This design comes from an exercise in tuning for small area on the open sky130 flow, not from production work. Where RTL was checked, it was by simulation tests only, not by an equivalence proof against the original. Only the layout flow was run in run 1; the RTL was not checked for function there. The clock port is modelled as an ideal driver; clocking choices that lean on that would not hold on a real chip. Power and IR drop assume default switching activity.

$ cat design/flow/standard.sh
#!/bin/bash
# synth_recipe.tcl (not shown) runs the flow's synth.tcl, then flattens the netlist and writes it again
# the make line also repeats each setting of config.mk as NAME=value (left out here)
make -C /OpenROAD-flow-scripts/flow DESIGN_CONFIG=/design/flow/config.mk WORK_HOME=/design/flow/orfs CLKGATE_MAP_FILE= SYNTH_SCRIPT=/design/flow/synth_recipe.tcl "${@:-finish}"
$ cat design/flow/flow/run.sh
#!/bin/bash
# The standard layout (standard.sh) with these changes:
#  - synthesis maps logic with an area-oriented ABC script (abc_area.script)
#    in place of ORFS's speed script; the rest of synthesis is the standard flow's own
#    script, so registers keep their names and cell types
#  - each port gets the smallest buffer, sky130_fd_sc_hd__buf_1
#  - clock tree synthesis uses clkbuf_8 and no dummy loads; after it,
#    clk_resize.tcl swaps each clock buffer for a smaller clock buffer where
#    the estimated slew at its loads stays under CLK_SLEW_LIMIT_PS
# Each step's output goes to a log of its own in this folder.
set -euo pipefail
W="$(cd "$(dirname "$0")/.." && pwd)"
cd "$W"
{
  echo "proc abc {args} {"
  echo "  set i [lsearch \$args -script]"
  echo "  if {\$i >= 0} { lset args [expr {\$i + 1}] $W/flow/abc_area.script }"
  echo "  yosys abc {*}\$args"
  echo "}"
  cat synth_recipe.tcl
} > flow_synth.tcl
sed "s#SYNTH_SCRIPT=[^ ]*#SYNTH_SCRIPT=$W/flow_synth.tcl#" standard.sh > flow_standard.sh
grep -q "SYNTH_SCRIPT=$W/flow_synth.tcl" flow_standard.sh
export BUFFER_PORTS_ARGS="-buffer_cell sky130_fd_sc_hd__buf_1"
export CTS_ARGS="-sink_clustering_enable -repair_clock_nets -dont_use_dummy_load -buf_list sky130_fd_sc_hd__clkbuf_8"
bash flow_standard.sh cts > flow_1_to_cts.log 2>&1
CLK_RESULTS="$W/orfs/results/$FLOW_PLATFORM/uart_top/base" CLK_SLEW_LIMIT_PS=122 \
  openroad -no_init -exit flow/clk_resize.tcl > flow_clk_resize.log 2>&1
bash flow_standard.sh > flow_2_to_finish.log 2>&1
$ cat design/flow/config.mk
export PLATFORM = sky130hd
export DESIGN_NAME = uart_top
export DESIGN_NICKNAME = uart_top
export VERILOG_FILES = /design/flow/design.v
export SDC_FILE = /design/flow/constraint.sdc
export NUM_CORES = 4
export LEC_CHECK = 0
export CAP_MARGIN = 5
export CORE_MARGIN = 2
export CORE_UTILIZATION = 40
export GPL_TIMING_DRIVEN = 0
export SLEW_MARGIN = 5
$ cat design/flow/flow/clk_resize.tcl
# Downsize each clock buffer to the smallest clock buffer whose estimated
# slew at its loads stays under CLK_SLEW_LIMIT_PS (placement parasitics).
# Only buffers whose slew already meets the limit are touched, so the root
# buffer, which drives the other buffers, keeps its size. At the end the
# slew at every flip-flop clock pin is checked, and all changes are undone
# if any is over the limit.
set P $::env(FLOW_HOME)/platforms/sky130hd
set R $::env(CLK_RESULTS)
read_liberty $P/lib/sky130_fd_sc_hd__tt_025C_1v80.lib
read_db $R/4_cts.odb
read_sdc $R/4_cts.sdc
source $P/setRC.tcl
estimate_parasitics -placement
set limit $::env(CLK_SLEW_LIMIT_PS)
proc pin_slew {pin} {
  set worst 0
  foreach a {max min} { foreach e {rise fall} {
    set s [get_property $pin slew_${a}_${e}]
    if {[string is double -strict $s]} { set worst [expr {max($worst, [sta::time_ui_sta $s] * 1e12)}] }
  } }
  return $worst
}
proc load_slew {inst} {
  set worst 0
  foreach pin [get_pins -of_objects [get_nets -of_objects [get_pins $inst/X]]] {
    if {[get_property $pin direction] ne "input"} continue
    set worst [expr {max($worst, [pin_slew $pin])}]
  }
  return $worst
}
proc clock_pin_slew {} {
  set worst 0
  foreach pin [all_registers -clock_pins -edge_triggered] { set worst [expr {max($worst, [pin_slew $pin])}] }
  return $worst
}
set sizes {sky130_fd_sc_hd__clkbuf_1 sky130_fd_sc_hd__clkbuf_2 sky130_fd_sc_hd__clkbuf_4 sky130_fd_sc_hd__clkbuf_8 sky130_fd_sc_hd__clkbuf_16}
set changed {}
puts "clock pin slew before: [format %.1f [clock_pin_slew]] ps"
foreach inst [get_cells -quiet clkbuf_*] {
  set name [get_name $inst]
  set orig [get_property $inst ref_name]
  set s0 [load_slew $name]
  puts "$name $orig [format %.1f $s0]"
  if {$s0 > $limit} continue
  foreach cand $sizes {
    if {$cand eq $orig} break
    replace_cell $inst $cand
    estimate_parasitics -placement
    set s [load_slew $name]
    if {$s <= $limit} { puts "  -> $cand [format %.1f $s]"; lappend changed [list $inst $orig]; break }
    replace_cell $inst $orig
    estimate_parasitics -placement
  }
}
set after [clock_pin_slew]
puts "clock pin slew after: [format %.1f $after] ps"
if {$after > $limit} {
  puts "over the limit: undoing all changes"
  foreach c [lreverse $changed] { replace_cell [lindex $c 0] [lindex $c 1] }
  estimate_parasitics -placement
  puts "clock pin slew restored: [format %.1f [clock_pin_slew]] ps"
}
detailed_placement
check_placement
write_db $R/4_cts.odb
$ cat design/flow/flow/abc_area.script
strash
dc2
dch -f
amap -F 50 -A 100
$ cat design/flow/design.v
`timescale 1ns / 1ps
module fifo_sync (
    input  clk,
    input  rst,
    input  wr_en,
    input  rd_en,
    input  [7:0] data_in,
    output [7:0] data_out,
    output full,
    output empty
);
reg [7:0] mem [0:7];
reg [3:0] count;
assign full  = count[3];
assign empty = (count == 4'd0);
reg [7:0] head;
integer j;
always @* begin
    head = 8'd0;
    for (j = 0; j < 8; j = j + 1)
        head = head | ({8{count[2:0] == ((j + 1) % 8)}} & mem[j]);
end
assign data_out = head;
wire do_wr = wr_en & ~full;
wire do_rd = rd_en & ~empty;
wire do_wr_hi = do_wr & count[2];
integer i;
always @(posedge clk) begin
    if (do_wr) begin
        mem[0] <= data_in;
        for (i = 1; i < 4; i = i + 1)
            mem[i] <= mem[i-1];
    end
    if (do_wr_hi) begin
        for (i = 4; i < 8; i = i + 1)
            mem[i] <= mem[i-1];
    end
end
always @(posedge clk) begin
    if (rst)
        count <= 4'd0;
    else if (do_wr & ~do_rd)
        count <= count + 4'd1;
    else if (do_rd & ~do_wr)
        count <= count - 4'd1;
end
endmodule
`timescale 1ns / 1ps
module uart_baud_gen (
    input  clk,
    input  rst,
    output baud_tick
);
reg [2:0] c8;
reg [1:0] c3;
reg [2:0] c7;
reg [4:0] c31;
always @(posedge clk) begin
    if (rst) begin
        c8  <= 3'd0;
        c3  <= 2'd3;
        c7  <= 3'b001;
        c31 <= 5'b00001;
    end else begin
        c8  <= {c8[1:0], c8[2] ^ (c8[1] | ~c8[0])};    
        c3  <= {~c3[1] & c3[0], ~(c3[1] ^ c3[0])};    
        c7  <= {c7[1:0], c7[2] ^ c7[1]};
        c31 <= {c31[3:0], c31[4] ^ c31[2]};
    end
end
assign baud_tick = (c8 == 3'd0) && (c3 == 2'd0) && (c7 == 3'b001) && (c31 == 5'b00001);
endmodule
`timescale 1ns / 1ps
module uart_tx (
    input  wire clk,
    input  wire rst,
    input  wire baud_tick,
    input  wire fifo_empty,
    input  wire [7:0] fifo_data,
    output wire tx_start,
    output reg  tx
);
reg [3:0] state;
reg [7:0] data;
wire idle = (state == 4'd0);
assign tx_start = idle & ~fifo_empty & baud_tick;
always @(posedge clk) begin
    if (idle)
        data <= {fifo_data[5], fifo_data[6], fifo_data[3], fifo_data[7],
                 fifo_data[4], fifo_data[2], fifo_data[1], fifo_data[0]};
end
always @(posedge clk) begin
    if (rst) begin
        state <= 4'd0;
        tx    <= 1'b1;
    end else begin
        tx <= state[3] ? data[state[2:0]] : (state != 4'd1);
        if (idle) begin
            if (tx_start)
                state <= 4'd1;
        end else if (baud_tick) begin
            case (state)
                4'd1:    state <= 4'b1000;
                4'b1100: state <= 4'd2;
                4'd2:    state <= 4'd0;
                default: state <= {1'b1, state[1:0], state[2] ^ (state[1] | ~state[0])};
            endcase
        end
    end
end
endmodule
`timescale 1ns / 1ps
module uart_rx (
    input  wire clk,
    input  wire rst,
    input  wire baud_tick,
    input  wire rx,
    output reg  [7:0] rx_data,
    output wire rx_done
);
reg [3:0] state;
reg       rx_prev;
assign rx_done = (state == 4'd3) & rx_prev;
always @(posedge clk) begin
    if (state[3] & baud_tick)
        rx_data <= {rx, rx_data[7:1]};
end
always @(posedge clk) begin
    if (rst) begin
        state   <= 4'd0;
        rx_prev <= 1'b1;
    end else begin
        rx_prev <= rx;
        case (state)
            4'd0, 4'd3: state <= (rx_prev & ~rx) ? 4'd1 : 4'd0;
            4'd1:  if (baud_tick) state <= rx ? 4'd0 : 4'd8;
            4'd2:  if (baud_tick) state <= 4'd3;
            4'b1100: if (baud_tick) state <= 4'd2;
            default: if (baud_tick) state <= {1'b1, state[1:0], state[2] ^ (state[1] | ~state[0])};
        endcase
    end
end
endmodule
`timescale 1ns / 1ps
module uart_top (
    input  clk,
    input  rst,
    input  rx,
    output tx,
    input  tx_wr_en,
    input  [7:0] tx_wr_data,
    input  rx_rd_en,
    output reg [7:0] rx_rd_data,
    output tx_full,
    output rx_empty
);
wire baud_tick;
wire tx_start;
wire tx_fifo_empty;
wire [7:0] tx_head;
wire rx_done;
wire [7:0] rx_data;
wire [7:0] rx_head;
wire rx_fifo_full;
uart_baud_gen baud_gen (
    .clk(clk),
    .rst(rst),
    .baud_tick(baud_tick)
);
uart_tx tx_inst (
    .clk(clk),
    .rst(rst),
    .baud_tick(baud_tick),
    .fifo_empty(tx_fifo_empty),
    .fifo_data(tx_head),
    .tx_start(tx_start),
    .tx(tx)
);
uart_rx rx_inst (
    .clk(clk),
    .rst(rst),
    .baud_tick(baud_tick),
    .rx(rx),
    .rx_data(rx_data),
    .rx_done(rx_done)
);
fifo_sync tx_fifo (
    .clk(clk),
    .rst(rst),
    .wr_en(tx_wr_en),
    .rd_en(tx_start),
    .data_in(tx_wr_data),
    .data_out(tx_head),
    .full(tx_full),
    .empty(tx_fifo_empty)
);
fifo_sync rx_fifo (
    .clk(clk),
    .rst(rst),
    .wr_en(rx_done),
    .rd_en(rx_rd_en),
    .data_in(rx_data),
    .data_out(rx_head),
    .full(rx_fifo_full),
    .empty(rx_empty)
);
always @(posedge clk) begin
    if (rx_rd_en & ~rx_empty)
        rx_rd_data <= rx_head;
end
endmodule
$ cat design/flow/constraint.sdc
create_clock -name core_clock -period 20.0 [get_ports {clk}]
set_input_delay 4.0000 -clock core_clock [delete_from_list [all_inputs] [get_ports {clk}]]
set_output_delay 4.0000 -clock core_clock [all_outputs]
set_load 0.01 [all_outputs]
==> results.tsv, run 1 <==
stage	metric	value	unit
hold_path	worst hold path class	flip-flop to flip-flop	
setup_path	Worst Setup Path Type	flip-flop to output pin	
logic_synthesis	Post-synth EDFFs	152	
clock_network	clk root buf	clkbuf_8	
grt	vias in the first global route	3868	
sta	Fmax	0.155	GHz
placed_design	IO Port Bufs	23	
run_status	result of the run	finished clean	
sta	final hold viol count	0	
setup_path	Worst R2R Path Depth	12	
logic_synthesis	Seq cells post-synth	183	
pwr	P_int	0.571	mW
setup_path	CP required	16000	ps
placed_design	pre-CTS setup slack	13980	ps
clock_network	H-tree Lvls	4	
clock_network	worst skew pair latency	440	ps
floorplan	I/O pins	24	
pwr	sw frac	28.1	%
run	Max Cap Violations	0	
floorplan	Core Region	16500	µm²
grt	largest net degree at the start of global routing	33	
setup_path	worst-path fanout max	9	
grt	first-pass GRT wire length	20200	µm
route	drt wl/cell	17.9	µm
route	DR iter-0 viols	521	
sta	fin crit share	32.2	%
clock_network	CTS tree	built	
sta	max-slew violations	0	
route	DR pass1 iterations	5	
clock_network	TritonCTS Buffers	17	
clock_network	post-CTS setup buffers	0	
logic_synthesis	Most used DFF post-synth	edfxtp_1	
logic_synthesis	sequential cell area fraction in the yosys report	77.4	%
logic_synthesis	ys async rst share	0	%
pwr	Comb power frac	18.4	%
clock_network	maximum root-to-sink buffer count	2	
floorplan	Die X	133	µm
cells_and_area	proportion of layout cells with a drive suffix above 1	6.49	%
logic_synthesis	yosys warns	6	
pwr	Max IR drop VDD	0.0598	mV
cells_and_area	most common cell after layout, fill and taps aside	edfxtp_1	
floorplan	Cell Rows	47	
route	detailed-route via count	3940	
grt	Tot GR Track Use	14.8	%
cells_and_area	number of fill cells	1489	
pwr	Flop pwr share	61.2	%
sta	Final WS setup	13560	ps
logic_synthesis	syn nets	451	
clock_network	count of hold buffers inserted by post-cts repair	0	
floorplan	Initial Util	40.7	%
clock_network	Reg clk slew, reported paths	110	ps
logic_synthesis	Synth Instances	428	
setup_path	crit path capture type	output pin	
cells_and_area	area grow syn2layout	9.99	%
pwr	clock share of power	20.5	%
clock_network	post-cts resize count	0	
pwr	pwr/cell area	108	nW/µm²
placed_design	RD Place Congestion	0.804	
cells_and_area	most frequent cells in the layout	edfxtp_1, clkinv_1, dfxtp_1	
grt	initial antenna violation count	0	
logic_synthesis	synthesized area	6700	µm²
sta	unrepaired setup endpoints after global routing	false	
grt	global route total overflow	0	
route	Routed WL	12500	µm
pwr	leakage	2.33	nW
sta	clk_skew	35.1	ps
setup_path	CP Data Arrival Time	2440	ps
floorplan	die height	133	µm
setup_path	Worst Setup Start Kind	flip-flop	
route	ANT nets after route	0	
cells_and_area	ANT cells	0	
cells_and_area	utilization after layout	44.7	%
route	vias per cell	5.64	
floorplan	Die Area	17800	µm²
cells_and_area	Final #Nets	503	
sta	setup violators final	0	
logic_synthesis	Mean Syn Cell Area	15.6	µm²
hold_path	WHS Path Cells	0	
clock_network	Clock Sinks	183	
sta	Max-slew headroom	13.6	%
pwr	Net Sw Power	0.223	mW
placed_design	DP HPWL	8000	µm
sta	Final min period	6440	ps
route	DRC Markers	0	
logic_synthesis	Yosys cell types	35	
sta	Fin Setup TNS	0	ps
sta	Slew @ Worst Pin	1290	ps
==> kinds of logic after synthesis <==
kind of cell,after synthesis,share of synthesized area (%)
AO/OA/AOI/OAI,89,10.6
adder cells (fa/ha/maj),10,2.09
buffers and inverters,36,2.02
flip-flops,183,77.4
AND/OR/NAND/NOR,110,7.83
==> area by class of cell <==
cell class,count,area [µm²],area share [%]
clock buffer,17,181,2.46
inverter,36,135,1.83
multi-input combinational,209,1400,19.0
sequential,183,5180,70.4
tap,220,275,3.74
timing repair buffer,33,189,2.56
==> Yosys cell counts (2+ instances only) <==
master / n / area [µm²]
edfxtp_1: 152 / 4560
clkinv_1: 36 / 135
dfxtp_1: 31 / 621
nor2_1: 31 / 116
a222oi_1: 27 / 270
nor3_1: 24 / 120
nand2_1: 21 / 78.8
a22oi_1: 20 / 150
nand4_1: 15 / 93.8
a21oi_1: 9 / 45.0
ha_1: 8 / 100
nand3_1: 7 / 35.0
o21ai_0: 7 / 35.0
a211oi_1: 6 / 45.0
a221oi_1: 3 / 26.3
a31oi_1: 3 / 18.8
nor2b_1: 3 / 18.8
or3_1: 3 / 18.8
a21o_1: 2 / 15.0
fa_1: 2 / 40.0
nor4_1: 2 / 12.5
o21a_1: 2 / 15.0
o221a_1: 2 / 22.5
==> sequential cells by signal, indices dropped and copies added, names as in the netlist <==
register	count
tx_fifo.mem	64
rx_fifo.mem	64
rx_inst.rx_prev	1
baud_gen.c8	3
rx_inst.rx_data	8
tx_inst.state	4
tx_inst.tx	1
rx_rd_data	8
rx_fifo.count	4
baud_gen.c31	5
baud_gen.c3	2
rx_inst.state	4
tx_inst.data	8
baud_gen.c7	3
tx_fifo.count	4
==> critical path: stages (launching register included) <==
cell	delay [ps]
dfxtp_1	420
nor3_1	1060
clkinv_1	220
nor2_1	140
buf_1	160
==> per-stage QoR <==
step	hold WS (ps)	cell area (µm²)	power, mW	cells
after floorplan	400	6700	0.589	428
after global placement	412	7060	0.631	671
after detailed placement	426	7190	0.641	681
after CTS	425	7420	0.822	698
after global routing	441	7370	0.837	698
final	427	7370	0.794	698
==> layer usage <==
layer	vias to the layer above	wire length, µm	global-route usage (%)
met5	-	0	0
met4	0	195	6.03
met3	16	738	3.54
met2	139	6060	23.7
met1	1956	5520	19.7
li1	1829	-	-
==> path summary, 6_finish.rpt <==
check | end | from | slack [ps]
setup reg to reg | rx_fifo.count[3] | rx_fifo.count[0] | 16290
setup / recovery | rx_empty | rx_fifo.count[0] | 13560
hold / removal | tx_fifo.mem[3][0] | tx_fifo.mem[2][0] | 430
hold reg to reg | tx_fifo.mem[3][0] | tx_fifo.mem[2][0] | 430
==> power groups by stage <==
stage / logic, mW / clock network (mW) / registers [mW]
finish: 0.146 / 0.163 / 0.486
global route: 0.165 / 0.182 / 0.491
CTS: 0.147 / 0.188 / 0.486
detailed placement: 0.147 / 0 / 0.494
global placement: 0.137 / 0 / 0.493
floorplan: 0.0984 / 0 / 0.490
==> run 2: changes to the inputs <==
--- a/design/flow/design.v
+++ b/design/flow/design.v
@@ -25,3 +25,2 @@
 wire do_rd = rd_en & ~empty;
-wire do_wr_hi = do_wr & count[2];
 integer i;
@@ -30,7 +29,3 @@
         mem[0] <= data_in;
-        for (i = 1; i < 4; i = i + 1)
-            mem[i] <= mem[i-1];
-    end
-    if (do_wr_hi) begin
-        for (i = 4; i < 8; i = i + 1)
+        for (i = 1; i < 8; i = i + 1)
             mem[i] <= mem[i-1];
==> run 2 against run 1 <==
Against the previous run:
- maximum frequency up 5.1%
- global-route usage shrank 0.24 points
- synthesized cell count is 2.3% lower
- still clean
- sequential cell count did not move
- total power increased by 0.55%
- die area is 0.64% lower
- cell count decreased by 1.6%
- design area is 0.76% lower
- register-to-register slack improved by 380 ps
- utilization decreased by 0.18 points
- combinational power down 5%
==> results.tsv, run 2 <==
stage	metric	value	unit
run_status	result of the run	finished clean	
setup_path	Worst R2R Path Depth	12	
cells_and_area	design area	7310	µm²
logic_synthesis	Most used DFF post-synth	edfxtp_1	
route	DRC Markers	0	
cells_and_area	biggest registers after layout	rx_fifo.mem x64, tx_fifo.mem x64	
grt	initial antenna violation count	0	
sta	unrepaired setup endpoints after global routing	false	
placed_design	RD Place Congestion	0.851	
floorplan	Initial Util	40.6	%
setup_path	crit path capture type	flip-flop	
cells_and_area	area grow syn2layout	9.87	%
cells_and_area	most common cell after layout, fill and taps aside	edfxtp_1	
pwr	leakage	2.32	nW
cells_and_area	ANT cells	0	
floorplan	Cell Rows	47	
cells_and_area	proportion of layout cells with a drive suffix above 1	6.42	%
sta	clk_skew	31.2	ps
clock_network	H-tree Lvls	4	
grt	first-pass GRT wire length	19900	µm
sta	Max-slew headroom	11.2	%
floorplan	Die Area	17700	µm²
clock_network	Reg clk slew, reported paths	90	ps
sta	Final min period	6130	ps
floorplan	I/O pins	24	
sta	Fmax	0.163	GHz
run	Max Cap Violations	0	
pwr	pwr/cell area	109	nW/µm²
logic_synthesis	syn nets	441	
hold_path	worst hold path class	flip-flop to flip-flop	
logic_synthesis	Seq cells post-synth	183	
route	ANT nets after route	0	
logic_synthesis	Post-synth EDFFs	152	
grt	vias in the first global route	3809	
grt	largest net degree at the start of global routing	38	
sta	setup violators final	0	
logic_synthesis	Yosys cell types	33	
route	drt wl/cell	17.4	µm
logic_synthesis	synthesized area	6650	µm²
logic_synthesis	Synth top cells by count	edfxtp_1, clkinv_1, dfxtp_1, nor2_1, a222oi_1	
logic_synthesis	Synth Instances	418	
clock_network	worst skew pair latency	440	ps
logic_synthesis	top cells by area, synth	edfxtp_1, dfxtp_1, a222oi_1	
clock_network	count of hold buffers inserted by post-cts repair	0	
cells_and_area	Final #Nets	492	
floorplan	Core Region	16400	µm²
sta	final hold viol count	0	
logic_synthesis	sequential cell area fraction in the yosys report	77.9	%
route	detailed-route via count	3779	
placed_design	Cell Area, Placed	7140	µm²
hold_path	WHS Path Cells	0	
grt	global route total overflow	0	
sta	Fin Setup TNS	0	ps
logic_synthesis	Mean Syn Cell Area	15.9	µm²
clock_network	clk root buf	clkbuf_8	
logic_synthesis	largest area contributor in the netlist	edfxtp_1	
placed_design	DP HPWL	7720	µm
clock_network	CTS tree	built	
clock_network	post-cts resize count	0	
placed_design	IO Port Bufs	23	
logic_synthesis	most common cell in the netlist	edfxtp_1	
pwr	total power	0.799	mW
sta	Slew @ Worst Pin	1320	ps
clock_network	post-CTS setup buffers	0	
clock_network	maximum root-to-sink buffer count	2	
sta	fin crit share	30.6	%
route	vias per cell	5.50	
sta	max-slew violations	0	
pwr	Max IR drop VDD	0.0601	mV
route	Routed WL	11900	µm
route	DR iter-0 viols	361	
logic_synthesis	ys async rst share	0	%
logic_synthesis	share of the synthesized area in the top cell type	68.6	%
setup_path	Worst Setup Start Kind	primary input	
setup_path	CP Data Arrival Time	6450	ps
floorplan	die height	133	µm
cells_and_area	most frequent cells in the layout	edfxtp_1, clkinv_1, dfxtp_1	
setup_path	Worst Setup Path Type	primary input to flip-flop	
clock_network	TritonCTS Buffers	17	
floorplan	Die X	133	µm
setup_path	worst-path fanout max	29	
clock_network	Clock Sinks	183	
grt	Tot GR Track Use	14.6	%
route	DR pass1 iterations	7	
logic_synthesis	yosys warns	6	
setup_path	CP required	20320	ps
==> run 2: cell types whose count changed after synthesis, moves of 2 or more <==
cell	change
a222oi_1	+2
a31oi_1	-2
clkinv_1	+3
nand2_1	-6
nand3_1	+4
nand4_1	-6
nor3_1	-5
o32ai_1	+2
or3_1	-2
==> run 2: final timing paths <==
path	endpoint	startpoint	slack, ps
worst min-delay path	rx_fifo.mem[0][0]	rx_inst.rx_data[0]	420
worst max-delay path	tx_fifo.count[3]	tx_wr_en	13870
worst max register to register	rx_fifo.count[3]	rx_fifo.count[0]	16670
worst min register to register	rx_fifo.mem[0][0]	rx_inst.rx_data[0]	420
==> run 2: area by class of cell <==
cell class,count,area (µm²)
fillers,1445,9100
well taps,220,275
clock buffers,17,171
inverters,39,146
flip-flops and latches,183,5180
multi-input cells,196,1350
repair buffers,32,186
==> run 2: kinds of logic after synthesis <==
kind of cell | Yosys count | share of synthesized area, %
DFF | 183 | 77.9
and+or+nand+nor | 94 | 6.60
AOI/OAI and AO/OA | 92 | 11.2
buffers and inverters | 39 | 2.20
adders and majority gates | 10 | 2.11
==> run 2: critical path, stage by stage <==
cell and delay (ps):
buf_1 70, nor2b_4 680, ha_1 340, clkinv_1 150, ha_1 310, a21o_1 170, a21oi_1 180, nor2_1 60
a211oi_1 250, nor2_1 70, a211oi_1 170
==> run 2: where the power goes <==
group	total, mW	switching (mW)	leakage, nW	internal (mW)
registers	0.502	0.0274	1.68	0.474
logic	0.138	0.0884	0.537	0.0501
clock network	0.158	0.104	0.0963	0.0546
total	0.799	0.220	2.32	0.579
==> run 2: stage by stage <==
stage	utilization [%]	hold WS, ps	setup WS, ps	cells
finish	44.6	423	13870	687
global route	44.6	443	13630	687
CTS	44.9	425	13910	687
detailed placement	43.5	405	13400	670
global placement	42.8	407	10130	661
floorplan	-	395	11250	418
==> run 2: routing by layer <==
layer | vias to the layer above | GRT usage [%] | part of all wire [%]
li1 | 1775 | - | -
met1 | 1849 | 19.8 | 45
met2 | 137 | 22.4 | 47
met3 | 18 | 3.68 | 6.3
met4 | 0 | 6.27 | 1.8
met5 | - | 0 | 0
==> run 3: changes to the inputs <==
--- a/design/flow/config.mk
+++ b/design/flow/config.mk
@@ -9,4 +9,5 @@
 export CORE_MARGIN = 2
-export CORE_UTILIZATION = 40
+export CORE_UTILIZATION = 55
 export GPL_TIMING_DRIVEN = 0
+export PLACE_DENSITY = 0.75
 export SLEW_MARGIN = 5
==> run 3 against run 2 <==
Against the previous run:
- first-iteration DRC count rose by 60%
- highest routed layer unchanged
- utilization rose by 16 points
- largest power group unchanged
- count of clock-buffer cells in the layout stayed put
- register-to-register slack about the same
- area after synthesis unchanged
- still clean
- critical path type unchanged
- worst setup slack improved by 8.3 ps
- maximum frequency is 0.14% higher
- hold slack worse by 3.7 ps
- critical path depth stayed put
- sequential share of layout area up 1.2 points
- critical endpoint unchanged
==> results.tsv, run 3 <==
stage	metric	value	unit
run_status	result of the run	finished clean	
logic_synthesis	mux share of post-synthesis cell area	0	%
pwr	pwr/cell area	111	nW/µm²
logic_synthesis	largest family of logic cells by synthesized area	compound AO/OA/AOI/OAI gates	
route	DR pass1 iterations	6	
sta	max-slew violations	0	
setup_path	crit path capture type	flip-flop	
route	DRC Markers	0	
cells_and_area	biggest registers after layout	rx_fifo.mem x64, tx_fifo.mem x64	
logic_synthesis	Synth Instances	418	
sta	clk_skew	36.6	ps
cells_and_area	ANT cells	0	
logic_synthesis	Synth Area in Simple Gates	6.60	%
sta	Fin Setup TNS	0	ps
logic_synthesis	post-synthesis adder-cell area fraction	2.11	%
clock_network	post-cts resize count	0	
setup_path	Buf+Inv Stages, Crit Path	2	
sta	Final min period	6120	ps
logic_synthesis	Mean Syn Cell Area	15.9	µm²
cells_and_area	design area	7190	µm²
grt	first-pass GRT wire length	18800	µm
grt	largest net degree at the start of global routing	37	
sta	setup violators final	0	
placed_design	RD Place Congestion	0.796	
logic_synthesis	synthesized area	6650	µm²
grt	Tot GR Track Use	19.3	%
logic_synthesis	XOR/XNOR Fraction of Synth Area	0	%
floorplan	Die X	114	µm
setup_path	Worst Setup Path Type	primary input to flip-flop	
placed_design	IO Port Bufs	23	
clock_network	clk root buf	clkbuf_8	
sta	final hold viol count	0	
clock_network	maximum root-to-sink buffer count	2	
floorplan	Die Area	13000	µm²
setup_path	worst-path fanout max	30	
route	drt wl/cell	19.0	µm
floorplan	Initial Util	55.9	%
logic_synthesis	Yosys cell types	33	
clock_network	worst skew pair latency	450	ps
placed_design	DP HPWL	7510	µm
setup_path	CP max stage delay	670	ps
clock_network	Reg clk slew, reported paths	110	ps
clock_network	count of hold buffers inserted by post-cts repair	0	
logic_synthesis	yosys warns	6	
clock_network	TritonCTS Buffers	17	
cells_and_area	proportion of layout cells with a drive suffix above 1	6.22	%
sta	unrepaired setup endpoints after global routing	false	
setup_path	Worst Setup Start Kind	primary input	
clock_network	Clock Sinks	183	
setup_path	CP Cell Sequence	buf_1, nor2b_4, ha_1, clkinv_1, ha_1, a21o_1, a21oi_1, nor2_1, a211oi_1, nor2_1, a211oi_1	
logic_synthesis	Post-synth EDFFs	152	
route	ANT nets after route	0	
route	DR iter-0 viols	576	
sta	Max-slew headroom	11.4	%
clock_network	H-tree Lvls	4	
logic_synthesis	ys async rst share	0	%
route	Routed WL	11600	µm
hold_path	worst hold path class	flip-flop to flip-flop	
setup_path	slowest stage cell, crit path	nor2b_4	
clock_network	CTS tree	built	
logic_synthesis	most common cell in the netlist	edfxtp_1	
floorplan	die height	114	µm
route	vias per cell	6.32	
sta	hold slack	419	ps
cells_and_area	most frequent cells in the layout	edfxtp_1, clkinv_1, dfxtp_1	
sta	Slew @ Worst Pin	1320	ps
sta	Fmax	0.163	GHz
grt	initial antenna violation count	0	
cells_and_area	area grow syn2layout	8.05	%
logic_synthesis	syn nets	441	
floorplan	Core Region	11900	µm²
setup_path	top cell family by delay on the critical path	simple AND/OR/NAND/NOR gates	
pwr	Max IR drop VDD	0.0517	mV
grt	global route total overflow	0	
logic_synthesis	largest area contributor in the netlist	edfxtp_1	
route	detailed-route via count	3873	
clock_network	post-CTS setup buffers	0	
logic_synthesis	top cells by area, synth	edfxtp_1, dfxtp_1, a222oi_1	
floorplan	I/O pins	24	
floorplan	Cell Rows	40	
logic_synthesis	sequential cell area fraction in the yosys report	77.9	%
logic_synthesis	Seq cells post-synth	183	
logic_synthesis	Most used DFF post-synth	edfxtp_1	
setup_path	CP required	20360	ps
run	Max Cap Violations	0	
pwr	total power	0.797	mW
logic_synthesis	Synth top cells by count	edfxtp_1, clkinv_1, dfxtp_1, nor2_1, a222oi_1	
sta	fin crit share	30.6	%
logic_synthesis	compound-cell area share of the yosys netlist	11.2	%
placed_design	Inst Count DP	595	
placed_design	Cell Area, Placed	7020	µm²
pwr	leakage	2.31	nW
setup_path	CP Data Arrival Time	6480	ps
cells_and_area	most common cell after layout, fill and taps aside	edfxtp_1	
logic_synthesis	share of the synthesized area in the top cell type	68.6	%
cells_and_area	Layout Cells excl Fill	613	
cells_and_area	Final #Nets	491	
grt	vias in the first global route	3728	
run 3: power breakdown:
group | switching, mW | internal, mW
clock | 0.103 | 0.0524
sequential | 0.0283 | 0.475
combinational | 0.0885 | 0.0497
run 3: routing by layer:
metal  track usage (%)  routed length (µm)
met5                 0                   0
met1              26.5                5030
met4              9.67                 250
met2              28.6                5430
met3              5.26                 935
run 3: through the flow:
step | setup WS [ps] | utilization [%]
2_1_floorplan | 11250 | -
3_3_place_gp | 10230 | 58.1
3_5_place_dp | 13380 | 58.9
4_1_cts | 13870 | 60.9
5_1_grt | 13650 | 60.4
6_report | 13880 | 60.4
run 3: worst paths after layout:
path	from	end	slack, ps	cells after the start
min	baud_gen.c7[0]	baud_gen.c7[1]	420	2
max reg2reg	rx_fifo.count[0]	rx_fifo.count[3]	16660	12
max	tx_wr_en	tx_fifo.count[3]	13880	11
min reg2reg	baud_gen.c7[0]	baud_gen.c7[1]	420	2
run 3: cells by family after synthesis:
family / count (synthesis)
AND/OR/NAND/NOR: 94
flip-flops: 183
AO/OA/AOI/OAI: 92
buffers and inverters: 39
adder cells (fa/ha/maj): 10
run 3: area by class of cell:
| class | instances | area, µm² |
|---|---|---|
| Tap cell | 147 | 184 |
| Timing Repair Buffer | 31 | 163 |
| Clock buffer | 17 | 165 |
| Inverter | 39 | 146 |
| Fill cell | 876 | 4720 |
| Sequential cell | 183 | 5180 |
| Multi-Input combinational cell | 196 | 1350 |
run 3: worst reg2reg max path: stages, from the launching register on:
cell	delay [ps]
dfxtp_1	430
nor3_2	700
clkinv_1	210
o21ai_0	280
ha_1	240
clkinv_1	150
ha_1	330
a21o_1	170
a21oi_1	180
nor2_1	60
a211oi_1	280
nor2_1	70
a211oi_1	160
==> run 4: changes to the inputs <==
--- a/design/flow/flow/run.sh
+++ b/design/flow/flow/run.sh
@@ -6,2 +6,4 @@
 #  - each port gets the smallest buffer, sky130_fd_sc_hd__buf_1
+#  - after global placement, prebuffer.tcl gives each net with 20 or more
+#    loads one buffer at the centre of its loads, before repair_design
 #  - clock tree synthesis uses clkbuf_8 and no dummy loads; after it,
@@ -25,5 +27,8 @@
 export CTS_ARGS="-sink_clustering_enable -repair_clock_nets -dont_use_dummy_load -buf_list sky130_fd_sc_hd__clkbuf_8"
-bash flow_standard.sh cts > flow_1_to_cts.log 2>&1
-CLK_RESULTS="$W/orfs/results/$FLOW_PLATFORM/uart_top/base" CLK_SLEW_LIMIT_PS=122 \
+R="$W/orfs/results/$FLOW_PLATFORM/uart_top/base"
+bash flow_standard.sh "$R/3_3_place_gp.odb" > flow_1_to_global_place.log 2>&1
+PB_RESULTS="$R" PB_MIN_FANOUT=20 openroad -no_init -exit flow/prebuffer.tcl > flow_prebuffer.log 2>&1
+bash flow_standard.sh cts > flow_2_to_cts.log 2>&1
+CLK_RESULTS="$R" CLK_SLEW_LIMIT_PS=112 \
   openroad -no_init -exit flow/clk_resize.tcl > flow_clk_resize.log 2>&1
-bash flow_standard.sh > flow_2_to_finish.log 2>&1
+bash flow_standard.sh > flow_3_to_finish.log 2>&1
==> design/flow/flow/prebuffer.tcl (new file) <==
# Give each high-fanout signal net one buffer, placed at the centre of its
# loads, before the resizer's repair_design runs; repair_design otherwise
# builds chains of large buffers on these nets. Clock nets are left alone.
set P $::env(FLOW_HOME)/platforms/sky130hd
set R $::env(PB_RESULTS)
read_liberty $P/lib/sky130_fd_sc_hd__tt_025C_1v80.lib
read_db $R/3_3_place_gp.odb
read_sdc $R/2_floorplan.sdc
source $P/setRC.tcl
set block [ord::get_db_block]
set n 0
foreach net [$block getNets] {
  if {[$net getSigType] ne "SIGNAL"} continue
  set name [$net getName]
  if {[string match "*clk*" $name]} continue
  set loads {}
  set driver ""
  foreach it [$net getITerms] {
    if {[$it isOutputSignal]} { set driver $it } elseif {[$it isInputSignal]} { lappend loads $it }
  }
  if {$driver eq "" || [llength $loads] < $::env(PB_MIN_FANOUT)} continue
  set sx 0; set sy 0
  foreach it $loads {
    set inst [$it getInst]
    set b [$inst getBBox]
    set sx [expr {$sx + ([$b xMin] + [$b xMax]) / 2.0}]
    set sy [expr {$sy + ([$b yMin] + [$b yMax]) / 2.0}]
  }
  set dbu [$block getDbUnitsPerMicron]
  set x [expr {$sx / [llength $loads] / $dbu}]
  set y [expr {$sy / [llength $loads] / $dbu}]
  set cell [expr {[llength $loads] > 40 ? "sky130_fd_sc_hd__buf_4" : "sky130_fd_sc_hd__buf_2"}]
  puts "net $name: [llength $loads] loads, $cell at ([format %.1f $x], [format %.1f $y])"
  insert_buffer -buffer_cell $cell -net $name -location [list $x $y] -buffer_name prebuf_$n -net_name prebuf_net_$n
  incr n
}
puts "inserted $n buffers"
write_db $R/3_3_place_gp.odb
==> run 4 against run 3 <==
Against the previous run:
- still clean
- first-iteration DRC count rose by 6.1%
- design area fell by 0.40%
- cell count fell by 0.49%
- utilization fell by 0.24 points
- critical endpoint unchanged
- largest cell class unchanged
- highest routed layer unchanged
==> results.tsv, run 4 <==
stage	metric	value	unit
cells_and_area	Layout Cells excl Fill	610	
floorplan	I/O pins	24	
logic_synthesis	most common cell in the netlist	edfxtp_1	
floorplan	Cell Rows	40	
logic_synthesis	synthesized area	6650	µm²
setup_path	crit path capture type	flip-flop	
cells_and_area	ANT cells	0	
floorplan	Core Region	11900	µm²
route	DR pass1 iterations	6	
setup_path	slowest stage cell, crit path	buf_4	
grt	global route total overflow	0	
sta	final hold viol count	0	
logic_synthesis	Seq cells post-synth	183	
sta	Final min period	6440	ps
setup_path	CP Cell Sequence	buf_1, nor2b_1, buf_4, ha_1, clkinv_1, ha_1, a21o_1, a21oi_1, nor2_1, a211oi_1, nor2_1, a211oi_1	
floorplan	Die X	114	µm
logic_synthesis	Yosys cell types	33	
logic_synthesis	Synth Instances	418	
sta	Final WS setup	13560	ps
route	drt wl/cell	19.5	µm
sta	Slew @ Worst Pin	1280	ps
run_status	result of the run	finished clean	
logic_synthesis	syn nets	441	
pwr	leakage	2.29	nW
cells_and_area	biggest registers after layout	rx_fifo.mem x64, tx_fifo.mem x64	
cells_and_area	most common cell after layout, fill and taps aside	edfxtp_1	
clock_network	count of hold buffers inserted by post-cts repair	0	
clock_network	worst skew pair latency	440	ps
grt	vias in the first global route	3779	
logic_synthesis	largest area contributor in the netlist	edfxtp_1	
setup_path	Worst Setup Start Kind	primary input	
grt	met2 Usage GRT	29.8	%
placed_design	DP HPWL	7350	µm
setup_path	CP Data Arrival Time	6770	ps
logic_synthesis	top cells by area, synth	edfxtp_1, dfxtp_1, a222oi_1	
sta	max-slew violations	0	
grt	Tot GR Track Use	19.3	%
setup_path	worst-path fanout max	65	
grt	met3 Track Usage GR	5.26	%
hold_path	worst hold path class	flip-flop to flip-flop	
grt	Most Used Layer, Global Route	met2	
route	vias per cell	6.37	
pwr	pwr/cell area	112	nW/µm²
floorplan	Die Area	13000	µm²
setup_path	CP required	20330	ps
logic_synthesis	Post-synth EDFFs	152	
route	Routed WL	11900	µm
floorplan	die height	114	µm
grt	first-pass GRT wire length	19000	µm
run	Max Cap Violations	0	
logic_synthesis	Most used DFF post-synth	edfxtp_1	
cells_and_area	Final #Nets	488	
logic_synthesis	Mean Syn Cell Area	15.9	µm²
clock_network	clk root buf	clkbuf_8	
cells_and_area	most frequent cells in the layout	edfxtp_1, clkinv_1, dfxtp_1	
clock_network	post-cts resize count	0	
clock_network	Clock Sinks	183	
clock_network	post-CTS setup buffers	0	
route	ANT nets after route	0	
setup_path	CP max stage delay	690	ps
setup_path	Worst Setup Path Type	primary input to flip-flop	
clock_network	maximum root-to-sink buffer count	2	
floorplan	Initial Util	55.9	%
sta	Fmax	0.155	GHz
sta	setup violators final	0	
cells_and_area	proportion of layout cells with a drive suffix above 1	5.18	%
cells_and_area	area grow syn2layout	7.62	%
route	DR iter-0 viols	611	
sta	clk_skew	36.2	ps
logic_synthesis	Synth top cells by count	edfxtp_1, clkinv_1, dfxtp_1, nor2_1, a222oi_1	
placed_design	RD Place Congestion	0.796	
sta	unrepaired setup endpoints after global routing	false	
route	detailed-route via count	3883	
clock_network	H-tree Lvls	4	
placed_design	pre-CTS setup slack	13160	ps
logic_synthesis	yosys warns	6	
clock_network	CTS tree	built	
sta	fin crit share	32.2	%
grt	GR Layer Usage met1	26.1	%
grt	initial antenna violation count	0	
clock_network	Reg clk slew, reported paths	100	ps
sta	Max-slew headroom	13.9	%
logic_synthesis	share of the synthesized area in the top cell type	68.6	%
placed_design	Inst Count DP	592	
cells_and_area	utilization after layout	60.1	%
logic_synthesis	ys async rst share	0	%
pwr	Max IR drop VDD	0.0633	mV
sta	Fin Setup TNS	0	ps
logic_synthesis	sequential cell area fraction in the yosys report	77.9	%
sta	hold slack	387	ps
grt	largest net degree at the start of global routing	66	
route	DRC Markers	0	
clock_network	TritonCTS Buffers	17	
placed_design	IO Port Bufs	23	
[run 4: area by class of cell]
class | count | area, µm²
Clock buffer | 17 | 190
Fill cell | 859 | 4750
Inverter | 39 | 146
Multi-Input combinational cell | 196 | 1330
Sequential cell | 183 | 5180
Tap cell | 147 | 184
Timing Repair Buffer | 28 | 121
[run 4: path summary, 6_finish.rpt]
check	start	to	slack, ps	depth (start not counted)
max	tx_wr_en	tx_fifo.count[3]	13560	12
min	baud_gen.c7[0]	baud_gen.c7[1]	390	2
min reg2reg	baud_gen.c7[0]	baud_gen.c7[1]	390	2
max reg2reg	rx_inst.state[1]	rx_fifo.count[3]	16240	13
[run 4: layer usage]
metal / vias up / wire, µm
li1: 1774 / -
met1: 1892 / 5020
met2: 196 / 5710
met3: 21 / 975
met4: 0 / 190
met5: - / 0
[run 4: stage by stage]
stage | power, mW | area (µm²)
2_1_floorplan | 0.599 | 6650
3_3_place_gp | 0.637 | 6920
3_5_place_dp | 0.644 | 6960
4_1_cts | 0.824 | 7200
5_1_grt | 0.843 | 7160
6_report | 0.804 | 7160
[run 4: report_power, final]
| part | internal, mW | total [mW] | switching [mW] |
|---|---|---|---|
| Clock | 0.0608 | 0.166 | 0.105 |
| Sequential | 0.475 | 0.503 | 0.0280 |
| Combinational | 0.0480 | 0.136 | 0.0877 |
| Total | 0.584 | 0.804 | 0.220 |
[run 4: critical path, delay by kind of cell]
family / cells / cell delay (ps)
buf+inv: 3 / 910
compound gates: 4 / 770
simple gates: 3 / 370
fa+ha+maj: 2 / 680
[run 4: logic make-up after synthesis]
group,share of synthesized area (%)
buffers and inverters,2.20
AOI/OAI and AO/OA,11.2
and+or+nand+nor,6.60
DFF,77.9
adders and majority gates,2.11
==> run 5: changes to the inputs <==
--- a/design/flow/flow/run.sh
+++ b/design/flow/flow/run.sh
@@ -31,3 +31,3 @@
 bash flow_standard.sh cts > flow_2_to_cts.log 2>&1
-CLK_RESULTS="$R" CLK_SLEW_LIMIT_PS=112 \
+CLK_RESULTS="$R" CLK_SLEW_LIMIT_PS=115 \
   openroad -no_init -exit flow/clk_resize.tcl > flow_clk_resize.log 2>&1
--- a/design/flow/config.mk
+++ b/design/flow/config.mk
@@ -9,5 +9,5 @@
 export CORE_MARGIN = 2
-export CORE_UTILIZATION = 55
+export CORE_UTILIZATION = 40
 export GPL_TIMING_DRIVEN = 0
-export PLACE_DENSITY = 0.75
+export PLACE_DENSITY = 0.7
 export SLEW_MARGIN = 5
==> run 5 against run 4 <==
Against the previous run:
- hold slack improved by 12 ps
- clock power about the same
- global-route usage decreased by 5.0 points
- sequential cell count unchanged
- largest power group unchanged
- die area increased by 36%
- critical path type unchanged
- utilization decreased by 16 points
- area after synthesis unchanged
- total power about the same
- clock skew increased by 3.6 ps
- sequential power about the same
- critical endpoint unchanged
- critical path depth unchanged
- combinational power about the same
==> results.tsv, run 5 <==
stage	metric	value	unit
logic_synthesis	most common cell in the netlist	edfxtp_1	
clock_network	TritonCTS Buffers	17	
clock_network	Clock Sinks	183	
grt	initial antenna violation count	0	
run	Max Cap Violations	0	
cells_and_area	multi-input logic area	1330	µm²
sta	clk_skew	39.9	ps
floorplan	die height	133	µm
setup_path	CP Data Arrival Time	6700	ps
grt	GR Layer Usage met1	18.4	%
hold_path	worst hold path class	flip-flop to flip-flop	
logic_synthesis	Synth top cells by count	edfxtp_1, clkinv_1, dfxtp_1, nor2_1, a222oi_1	
logic_synthesis	Synth Instances	418	
pwr	total power	0.804	mW
route	detailed-route via count	3793	
placed_design	RD Place Congestion	0.830	
clock_network	post-CTS setup buffers	0	
logic_synthesis	Yosys cell types	33	
setup_path	Worst Setup Start Kind	primary input	
pwr	leakage	2.29	nW
floorplan	I/O pins	24	
logic_synthesis	ys async rst share	0	%
setup_path	Reg2Reg Setup Slack	16280	ps
route	vias per cell	5.55	
cells_and_area	Final #Nets	488	
clock_network	post-cts resize count	0	
cells_and_area	proportion of layout cells with a drive suffix above 1	5.18	%
setup_path	crit path capture type	flip-flop	
logic_synthesis	Most used DFF post-synth	edfxtp_1	
route	DRC Markers	0	
logic_synthesis	synthesized area	6650	µm²
floorplan	Die Area	17700	µm²
logic_synthesis	Seq cells post-synth	183	
placed_design	DP HPWL	7460	µm
pwr	Max IR drop VDD	0.0638	mV
cells_and_area	ANT cells	0	
sta	final hold viol count	0	
cells_and_area	Layout Cells excl Fill	683	
floorplan	Die X	133	µm
sta	Fmax	0.157	GHz
setup_path	CP max stage delay	680	ps
sta	setup violators final	0	
cells_and_area	Reg area	5180	µm²
logic_synthesis	largest area contributor in the netlist	edfxtp_1	
sta	fin crit share	31.8	%
route	Routed WL	11800	µm
sta	Max-slew headroom	14.4	%
cells_and_area	biggest registers after layout	rx_fifo.mem x64, tx_fifo.mem x64	
clock_network	Reg clk slew, reported paths	100	ps
logic_synthesis	sequential cell area fraction in the yosys report	77.9	%
sta	Final min period	6350	ps
floorplan	Initial Util	40.6	%
grt	vias in the first global route	3820	
sta	Slew @ Worst Pin	1270	ps
grt	met3 Track Usage GR	4.06	%
clock_network	CTS tree	built	
cells_and_area	most frequent cells in the layout	edfxtp_1, clkinv_1, dfxtp_1	
clock_network	maximum root-to-sink buffer count	2	
grt	global route total overflow	0	
grt	met2 Usage GRT	23.0	%
setup_path	worst-path fanout max	65	
setup_path	CP required	20340	ps
pwr	pwr/cell area	111	nW/µm²
sta	max-slew violations	0	
logic_synthesis	share of the synthesized area in the top cell type	68.6	%
grt	Most Used Layer, Global Route	met2	
clock_network	clk root buf	clkbuf_8	
logic_synthesis	yosys warns	6	
grt	first-pass GRT wire length	19400	µm
cells_and_area	area grow syn2layout	9.04	%
grt	Tot GR Track Use	14.3	%
cells_and_area	utilization after layout	44.2	%
cells_and_area	most common cell after layout, fill and taps aside	edfxtp_1	
logic_synthesis	Post-synth EDFFs	152	
route	DR iter-0 viols	468	
logic_synthesis	syn nets	441	
run_status	result of the run	finished clean	
setup_path	CP Cell Sequence	buf_1, nor2b_1, buf_4, ha_1, clkinv_1, ha_1, a21o_1, a21oi_1, nor2_1, a211oi_1, nor2_1, a211oi_1	
sta	Fin Setup TNS	0	ps
clock_network	worst skew pair latency	460	ps
sta	unrepaired setup endpoints after global routing	false	
route	ANT nets after route	0	
setup_path	Worst Setup Path Type	primary input to flip-flop	
route	DR pass1 iterations	6	
grt	largest net degree at the start of global routing	66	
clock_network	H-tree Lvls	4	
setup_path	slowest stage cell, crit path	buf_4	
placed_design	Inst Count DP	665	
cells_and_area	number of fill cells	1451	
placed_design	Cell Area, Placed	7050	µm²
clock_network	count of hold buffers inserted by post-cts repair	0	
cells_and_area	design area	7260	µm²
placed_design	IO Port Bufs	23	
floorplan	Cell Rows	47	
logic_synthesis	Mean Syn Cell Area	15.9	µm²
logic_synthesis	top cells by area, synth	edfxtp_1, dfxtp_1, a222oi_1	
route	drt wl/cell	17.3	µm
floorplan	Core Region	16400	µm²
## run 5: kinds of logic (layout without fill, tap and decap cells)
logic type,count (synthesis),in the layout,synth area share [%]
flops,183,183,77.9
compound gates,92,92,11.2
buf+inv,39,84,2.20
simple gates,94,94,6.60
fa+ha+maj,10,10,2.11
## run 5: final cells by class
cell class / count / area share (%)
Multi-Input combinational cell: 196 / 18.4
Timing Repair Buffer: 28 / 1.64
Sequential cell: 183 / 71.5
Clock buffer: 17 / 2.71
Tap cell: 220 / 3.79
Inverter: 39 / 2.02
## run 5: per-stage QoR
| stage | hold WS, ps | worst slack, ps |
|---|---|---|
| floorplan | 395 | 11250 |
| global placement | 406 | 10240 |
| detailed placement | 413 | 13190 |
| CTS | 425 | 13490 |
| global route | 423 | 13450 |
| finish | 399 | 13650 |
## run 5: path summary, 6_finish.rpt
| check | to | startpoint | cells past startpoint |
|---|---|---|---|
| hold / removal | rx_fifo.mem[0][0] | rx_inst.rx_data[0] | 0 |
| setup reg to reg | rx_fifo.count[3] | rx_inst.state[1] | 13 |
| setup / recovery | tx_fifo.count[3] | tx_wr_en | 12 |
| hold reg to reg | rx_fifo.mem[0][0] | rx_inst.rx_data[0] | 0 |
## run 5: critical path: cells and delay by family
family / cells / cell delay (ps)
AO/OA/AOI/OAI: 4 / 760
buffers and inverters: 3 / 910
adder cells (fa/ha/maj): 2 / 650
AND/OR/NAND/NOR: 3 / 370
## run 5: power by group
group	leakage [nW]	internal, mW	switching, mW
sequential	1.68	0.475	0.0272
combinational	0.498	0.0478	0.0872
clock	0.107	0.0628	0.104
## run 5: layer usage
metal / share of wire [%] / vias to the layer above
met5: 0 / -
met1: 43 / 1871
met2: 49 / 136
li1: - / 1773
met4: 1.0 / 0
met3: 6.7 / 13
==> run 6: changes to the inputs <==
--- a/design/flow/flow/run.sh
+++ b/design/flow/flow/run.sh
@@ -31,3 +31,3 @@
 bash flow_standard.sh cts > flow_2_to_cts.log 2>&1
-CLK_RESULTS="$R" CLK_SLEW_LIMIT_PS=115 \
+CLK_RESULTS="$R" CLK_SLEW_LIMIT_PS=118 \
   openroad -no_init -exit flow/clk_resize.tcl > flow_clk_resize.log 2>&1
--- a/design/flow/config.mk
+++ b/design/flow/config.mk
@@ -11,3 +11,2 @@
 export GPL_TIMING_DRIVEN = 0
-export PLACE_DENSITY = 0.7
 export SLEW_MARGIN = 5
==> run 6 against run 5 <==
Against the previous run:
- still clean on timing, DRC and antenna
- sequential power barely moved
- area after synthesis unchanged
- count of clock-buffer cells in the layout unchanged
- non-clock buffer count up 1
- critical path depth stayed put
- synthesized cell count is the same
- utilization is essentially flat
- sequential share of layout area barely moved
- sequential cell count unchanged
- first-iteration DRC count up 7.3%
- critical path type unchanged
==> results.tsv, run 6 <==
stage	metric	value	unit
sta	Final min period	6330	ps
clock_network	H-tree Lvls	4	
clock_network	CTS tree	built	
grt	initial antenna violation count	0	
clock_network	Clock Sinks	183	
route	DRC Markers	0	
floorplan	I/O pins	24	
logic_synthesis	Yosys cell types	33	
clock_network	clk root buf	clkbuf_8	
cells_and_area	most common cell after layout, fill and taps aside	edfxtp_1	
sta	unrepaired setup endpoints after global routing	false	
sta	Max-slew headroom	12.4	%
logic_synthesis	share of the synthesized area in the top cell type	68.6	%
logic_synthesis	most common cell in the netlist	edfxtp_1	
cells_and_area	biggest registers after layout	rx_fifo.mem x64, tx_fifo.mem x64	
setup_path	Buf+Inv Stages, Crit Path	3	
clock_network	count of hold buffers inserted by post-cts repair	0	
hold_path	worst hold path class	flip-flop to flip-flop	
route	Routed WL	12000	µm
setup_path	slowest stage cell, crit path	buf_4	
sta	fin crit share	31.6	%
sta	setup violators final	0	
sta	Fmax	0.158	GHz
sta	Fin Setup TNS	0	ps
floorplan	Die Area	17700	µm²
sta	final hold viol count	0	
route	drt wl/cell	17.6	µm
route	DR iter-0 viols	502	
floorplan	die height	133	µm
logic_synthesis	Synth top cells by count	edfxtp_1, clkinv_1, dfxtp_1, nor2_1, a222oi_1	
placed_design	RD Place Congestion	0.851	
route	DR pass1 iterations	5	
route	vias per cell	5.49	
logic_synthesis	largest area contributor in the netlist	edfxtp_1	
clock_network	maximum root-to-sink buffer count	2	
logic_synthesis	ys async rst share	0	%
logic_synthesis	top cells by area, synth	edfxtp_1, dfxtp_1, a222oi_1	
logic_synthesis	Post-synth EDFFs	152	
floorplan	Cell Rows	47	
cells_and_area	proportion of layout cells with a drive suffix above 1	5.60	%
route	detailed-route via count	3753	
floorplan	Core Region	16400	µm²
sta	max-slew violations	0	
clock_network	post-cts resize count	0	
clock_network	Reg clk slew, reported paths	100	ps
cells_and_area	most frequent cells in the layout	edfxtp_1, clkinv_1, dfxtp_1	
sta	hold slack	428	ps
setup_path	crit path capture type	flip-flop	
logic_synthesis	syn nets	441	
grt	vias in the first global route	3692	
clock_network	post-CTS setup buffers	0	
sta	clk_skew	29.3	ps
setup_path	CP required	20350	ps
logic_synthesis	Most used DFF post-synth	edfxtp_1	
run_status	result of the run	finished clean	
floorplan	Initial Util	40.6	%
grt	global route total overflow	0	
setup_path	worst-path fanout max	65	
grt	Tot GR Track Use	14.4	%
logic_synthesis	Synth Instances	418	
placed_design	IO Port Bufs	23	
run	Max Cap Violations	0	
cells_and_area	area grow syn2layout	9.01	%
setup_path	CP Cell Sequence	buf_1, nor2b_1, buf_4, ha_1, clkinv_1, ha_1, a21o_1, a21oi_1, nor2_1, a211oi_1, nor2_1, a211oi_1	
sta	Slew @ Worst Pin	1300	ps
cells_and_area	ANT cells	0	
setup_path	CP Data Arrival Time	6680	ps
placed_design	DP HPWL	7440	µm
setup_path	CP max stage delay	660	ps
cells_and_area	Final #Nets	489	
logic_synthesis	Seq cells post-synth	183	
logic_synthesis	Mean Syn Cell Area	15.9	µm²
logic_synthesis	yosys warns	6	
setup_path	Worst Setup Path Type	primary input to flip-flop	
setup_path	top cell family by delay on the critical path	buffers and inverters	
logic_synthesis	sequential cell area fraction in the yosys report	77.9	%
pwr	pwr/cell area	111	nW/µm²
floorplan	Die X	133	µm
grt	largest net degree at the start of global routing	66	
route	ANT nets after route	0	
grt	first-pass GRT wire length	19700	µm
clock_network	TritonCTS Buffers	17	
setup_path	Worst Setup Start Kind	primary input	
pwr	Max IR drop VDD	0.0510	mV
pwr	leakage	2.29	nW
logic_synthesis	synthesized area	6650	µm²
clock_network	worst skew pair latency	440	ps
-- run 6: cell counts after synthesis --
No cell type changed its count.
-- run 6: worst paths after layout --
kind / slack [ps] / startpoint / end / cells after the start
worst max-delay path: 13670 / tx_wr_en / tx_fifo.count[3] / 12
worst min-delay path: 430 / rx_inst.rx_data[0] / rx_fifo.mem[0][0] / 0
worst max register to register: 16330 / rx_inst.state[1] / rx_fifo.count[3] / 13
worst min register to register: 430 / rx_inst.rx_data[0] / rx_fifo.mem[0][0] / 0
-- run 6: logic make-up (layout without fill, tap and decap cells) --
kind of cell	Yosys count	in the layout	share of synthesized area [%]
AO/OA/AOI/OAI	92	92	11.2
adder cells (fa/ha/maj)	10	10	2.11
buffers and inverters	39	85	2.20
flip-flops	183	183	77.9
AND/OR/NAND/NOR	94	94	6.60
-- run 6: through the flow --
stage / setup WS, ps / instance area (µm²) / util (%) / std cells / power [mW]
floorplan: 11250 / 6650 / - / 418 / 0.599
global placement: 10130 / 7020 / 42.8 / 661 / 0.641
detailed placement: 13150 / 7060 / 43.0 / 666 / 0.646
CTS: 13650 / 7290 / 44.5 / 683 / 0.829
global route: 13350 / 7250 / 44.2 / 684 / 0.847
finish: 13670 / 7250 / 44.2 / 684 / 0.802
-- run 6: cell type report --
class                   instances  area (µm²)
clock buffers                  17         184
flip-flops and latches        183        5180
multi-input cells             196        1340
fillers                      1466        9150
inverters                      39         146
well taps                     220         275
repair buffers                 29         124
-- run 6: where the power goes --
part	switching [mW]	leakage, nW	internal, mW
Sequential	0.0270	1.68	0.475
Clock	0.105	0.102	0.0587
Combinational	0.0879	0.504	0.0476
Total	0.220	2.29	0.581
-- run 6: metal layers --
layer | GRT usage [%] | wire length [µm] | vias up
met5 | 0 | 0 | -
met4 | 5.79 | 163 | 0
met3 | 4.02 | 746 | 16
met2 | 21.8 | 5620 | 138
met1 | 19.8 | 5480 | 1831
li1 | - | - | 1768
==> run 7: changes to the inputs <==
--- a/design/flow/flow/run.sh
+++ b/design/flow/flow/run.sh
@@ -26,3 +26,3 @@
 export BUFFER_PORTS_ARGS="-buffer_cell sky130_fd_sc_hd__buf_1"
-export CTS_ARGS="-sink_clustering_enable -repair_clock_nets -dont_use_dummy_load -buf_list sky130_fd_sc_hd__clkbuf_8"
+export CTS_ARGS="-sink_clustering_enable -repair_clock_nets -dont_use_dummy_load -buf_list sky130_fd_sc_hd__clkbuf_8 -sink_clustering_levels 1 -sink_clustering_size 24 -sink_clustering_max_diameter 100"
 R="$W/orfs/results/$FLOW_PLATFORM/uart_top/base"
==> run 7 against run 6 <==
Against the previous run:
- non-clock buffer count is the same
- design area stayed put
- sequential cell count unchanged
- maximum frequency unchanged
- first-iteration DRC count stayed put
- register-to-register slack barely moved
==> results.tsv, run 7 <==
stage	metric	value	unit
logic_synthesis	top cells by area, synth	edfxtp_1, dfxtp_1, a222oi_1	
clock_network	clk root buf	clkbuf_8	
route	DR pass1 iterations	5	
floorplan	Die Area	17700	µm²
logic_synthesis	Synth top cells by count	edfxtp_1, clkinv_1, dfxtp_1, nor2_1, a222oi_1	
clock_network	H-tree Lvls	4	
placed_design	Cell Area, Placed	7060	µm²
logic_synthesis	syn nets	441	
sta	unrepaired setup endpoints after global routing	false	
clock_network	Clock Sinks	183	
grt	initial antenna violation count	0	
floorplan	Die X	133	µm
cells_and_area	Layout Cells excl Fill	684	
cells_and_area	ANT cells	0	
logic_synthesis	yosys warns	6	
clock_network	maximum root-to-sink buffer count	2	
cells_and_area	area grow syn2layout	9.01	%
pwr	Net Sw Power	0.220	mW
cells_and_area	most frequent cells in the layout	edfxtp_1, clkinv_1, dfxtp_1	
logic_synthesis	Synth Instances	418	
route	drt wl/cell	17.6	µm
pwr	Comb power frac	16.9	%
setup_path	CP required	20350	ps
placed_design	DP HPWL	7440	µm
setup_path	CP Data Arrival Time	6680	ps
floorplan	Initial Util	40.6	%
clock_network	CTS tree	built	
cells_and_area	Final #Nets	489	
route	ANT nets after route	0	
clock_network	post-CTS setup buffers	0	
logic_synthesis	share of the synthesized area in the top cell type	68.6	%
run_status	result of the run	finished clean	
floorplan	Core Region	16400	µm²
setup_path	Worst Setup Start Kind	primary input	
clock_network	TritonCTS Buffers	17	
grt	Tot GR Track Use	14.4	%
logic_synthesis	ys async rst share	0	%
pwr	leakage	2.29	nW
sta	final hold viol count	0	
clock_network	Reg clk slew, reported paths	100	ps
sta	clk_skew	29.3	ps
setup_path	crit path capture type	flip-flop	
pwr	total power	0.802	mW
floorplan	die height	133	µm
logic_synthesis	Most used DFF post-synth	edfxtp_1	
logic_synthesis	sequential cell area fraction in the yosys report	77.9	%
floorplan	Cell Rows	47	
sta	max-slew violations	0	
sta	Max-slew headroom	12.4	%
sta	Fin Setup TNS	0	ps
logic_synthesis	Yosys cell types	33	
floorplan	I/O pins	24	
pwr	Flop pwr share	62.6	%
logic_synthesis	synthesized area	6650	µm²
setup_path	Worst Setup Path Type	primary input to flip-flop	
logic_synthesis	Mean Syn Cell Area	15.9	µm²
sta	Fmax	0.158	GHz
clock_network	worst skew pair latency	440	ps
cells_and_area	most common cell after layout, fill and taps aside	edfxtp_1	
logic_synthesis	Seq cells post-synth	183	
run	Max Cap Violations	0	
setup_path	CP max stage delay	660	ps
placed_design	RD Place Congestion	0.851	
hold_path	worst hold path class	flip-flop to flip-flop	
pwr	clock share of power	20.5	%
pwr	pwr/cell area	111	nW/µm²
setup_path	slowest stage cell, crit path	buf_4	
grt	largest net degree at the start of global routing	66	
sta	Slew @ Worst Pin	1300	ps
route	vias per cell	5.49	
pwr	sw frac	27.5	%
cells_and_area	design area	7250	µm²
logic_synthesis	largest area contributor in the netlist	edfxtp_1	
logic_synthesis	Post-synth EDFFs	152	
placed_design	Inst Count DP	666	
grt	global route total overflow	0	
setup_path	CP Cell Sequence	buf_1, nor2b_1, buf_4, ha_1, clkinv_1, ha_1, a21o_1, a21oi_1, nor2_1, a211oi_1, nor2_1, a211oi_1	
pwr	Max IR drop VDD	0.0510	mV
grt	vias in the first global route	3692	
route	DRC Markers	0	
grt	first-pass GRT wire length	19700	µm
placed_design	IO Port Bufs	23	
cells_and_area	biggest registers after layout	rx_fifo.mem x64, tx_fifo.mem x64	
pwr	P_int	0.581	mW
sta	Final min period	6330	ps
sta	setup violators final	0	
setup_path	worst-path fanout max	65	
cells_and_area	proportion of layout cells with a drive suffix above 1	5.60	%
route	Routed WL	12000	µm
route	DR iter-0 viols	502	
sta	fin crit share	31.6	%
clock_network	count of hold buffers inserted by post-cts repair	0	
clock_network	post-cts resize count	0	
route	detailed-route via count	3753	
logic_synthesis	most common cell in the netlist	edfxtp_1	
-- run 7: cell counts in the layout (fill, tap and decap cells not counted) --
Identical to the previous run, type by type.
-- run 7: through the flow --
stage | worst slack, ps | utilization (%) | hold WS [ps]
2_1_floorplan | 11250 | - | 395
3_3_place_gp | 10130 | 42.8 | 407
3_5_place_dp | 13150 | 43.0 | 405
4_1_cts | 13650 | 44.5 | 428
5_1_grt | 13350 | 44.2 | 421
6_report | 13670 | 44.2 | 428
-- run 7: cells by family (layout without fill, tap and decap cells) --
family,after synthesis,in the layout,share of synthesized area (%)
buffers and inverters,39,85,2.20
adders and majority gates,10,10,2.11
AOI/OAI and AO/OA,92,92,11.2
and+or+nand+nor,94,94,6.60
DFF,183,183,77.9
-- run 7: power by group through the flow --
stage / Sequential, mW / Combinational [mW] / Clock (mW)
floorplan: 0.509 / 0.0897 / 0
global placement: 0.511 / 0.130 / 0
detailed placement: 0.511 / 0.135 / 0
CTS: 0.502 / 0.136 / 0.190
global route: 0.509 / 0.153 / 0.185
finish: 0.502 / 0.135 / 0.164
-- run 7: worst paths after layout --
kind	slack (ps)	end	startpoint	depth (start not counted)
worst min register to register	430	rx_fifo.mem[0][0]	rx_inst.rx_data[0]	0
worst max-delay path	13670	tx_fifo.count[3]	tx_wr_en	12
worst max register to register	16330	rx_fifo.count[3]	rx_inst.state[1]	13
worst min-delay path	430	rx_fifo.mem[0][0]	rx_inst.rx_data[0]	0
-- run 7: layout make-up --
cell class              instances  area [µm²]
repair buffers                 29         124
well taps                     220         275
fillers                      1466        9150
multi-input cells             196        1340
inverters                      39         146
flip-flops and latches        183        5180
clock buffers                  17         184
-- run 7: per-layer routing --
layer  track usage (%)  vias to the layer above  share of wire [%]
met1              19.8                     1831                 46
li1                  -                     1768                  -
met4              5.79                        0                1.4
met5                 0                        -                  0
met3              4.02                       16                6.2
met2              21.8                      138                 47
-- run 7: critical path: cells and delay by family --
kind                     cells  cell delay (ps)
AO/OA/AOI/OAI                4              770
adder cells (fa/ha/maj)      2              660
buffers and inverters        3              870
AND/OR/NAND/NOR              3              350

what the ideal ports hide:
How much do the figures lean on ideal ports? The routed layouts below were timed once more, with nothing changed but the port constraints. Step 1 assumes that a clkbuf_16 drives the clock port and a buf_2 every other input. Step 2 also shifts input and output timing later by t, the mid clock arrival at the registers, as if the neighbouring blocks saw the same clock. a / b / c = ideal ports / drivers / drivers and shift; a / b = the first two.
run | t (ns) | slack for setup (ns) | slew at the worst register clock pin (ns)
run 1 | 0.467 | 13.559 / 13.520 / 13.977 | 0.11 / 0.11
run 2 | 0.457 | 13.871 / 13.883 / 13.426 | 0.12 / 0.12
run 3 | 0.465 | 13.880 / 13.889 / 13.424 | 0.12 / 0.12
run 4 | 0.460 | 13.560 / 13.574 / 13.114 | 0.11 / 0.11
run 5 | 0.470 | 13.645 / 13.651 / 13.182 | 0.11 / 0.11
run 6 | 0.465 | 13.670 / 13.679 / 13.214 | 0.11 / 0.11
run 7 | 0.465 | 13.670 / 13.679 / 13.214 | 0.11 / 0.11
After both steps setup and hold are still met in every run listed. The setup slack of run 5, which loses most, moves by +0.006 ns with the drivers and by -0.463 ns with both steps.
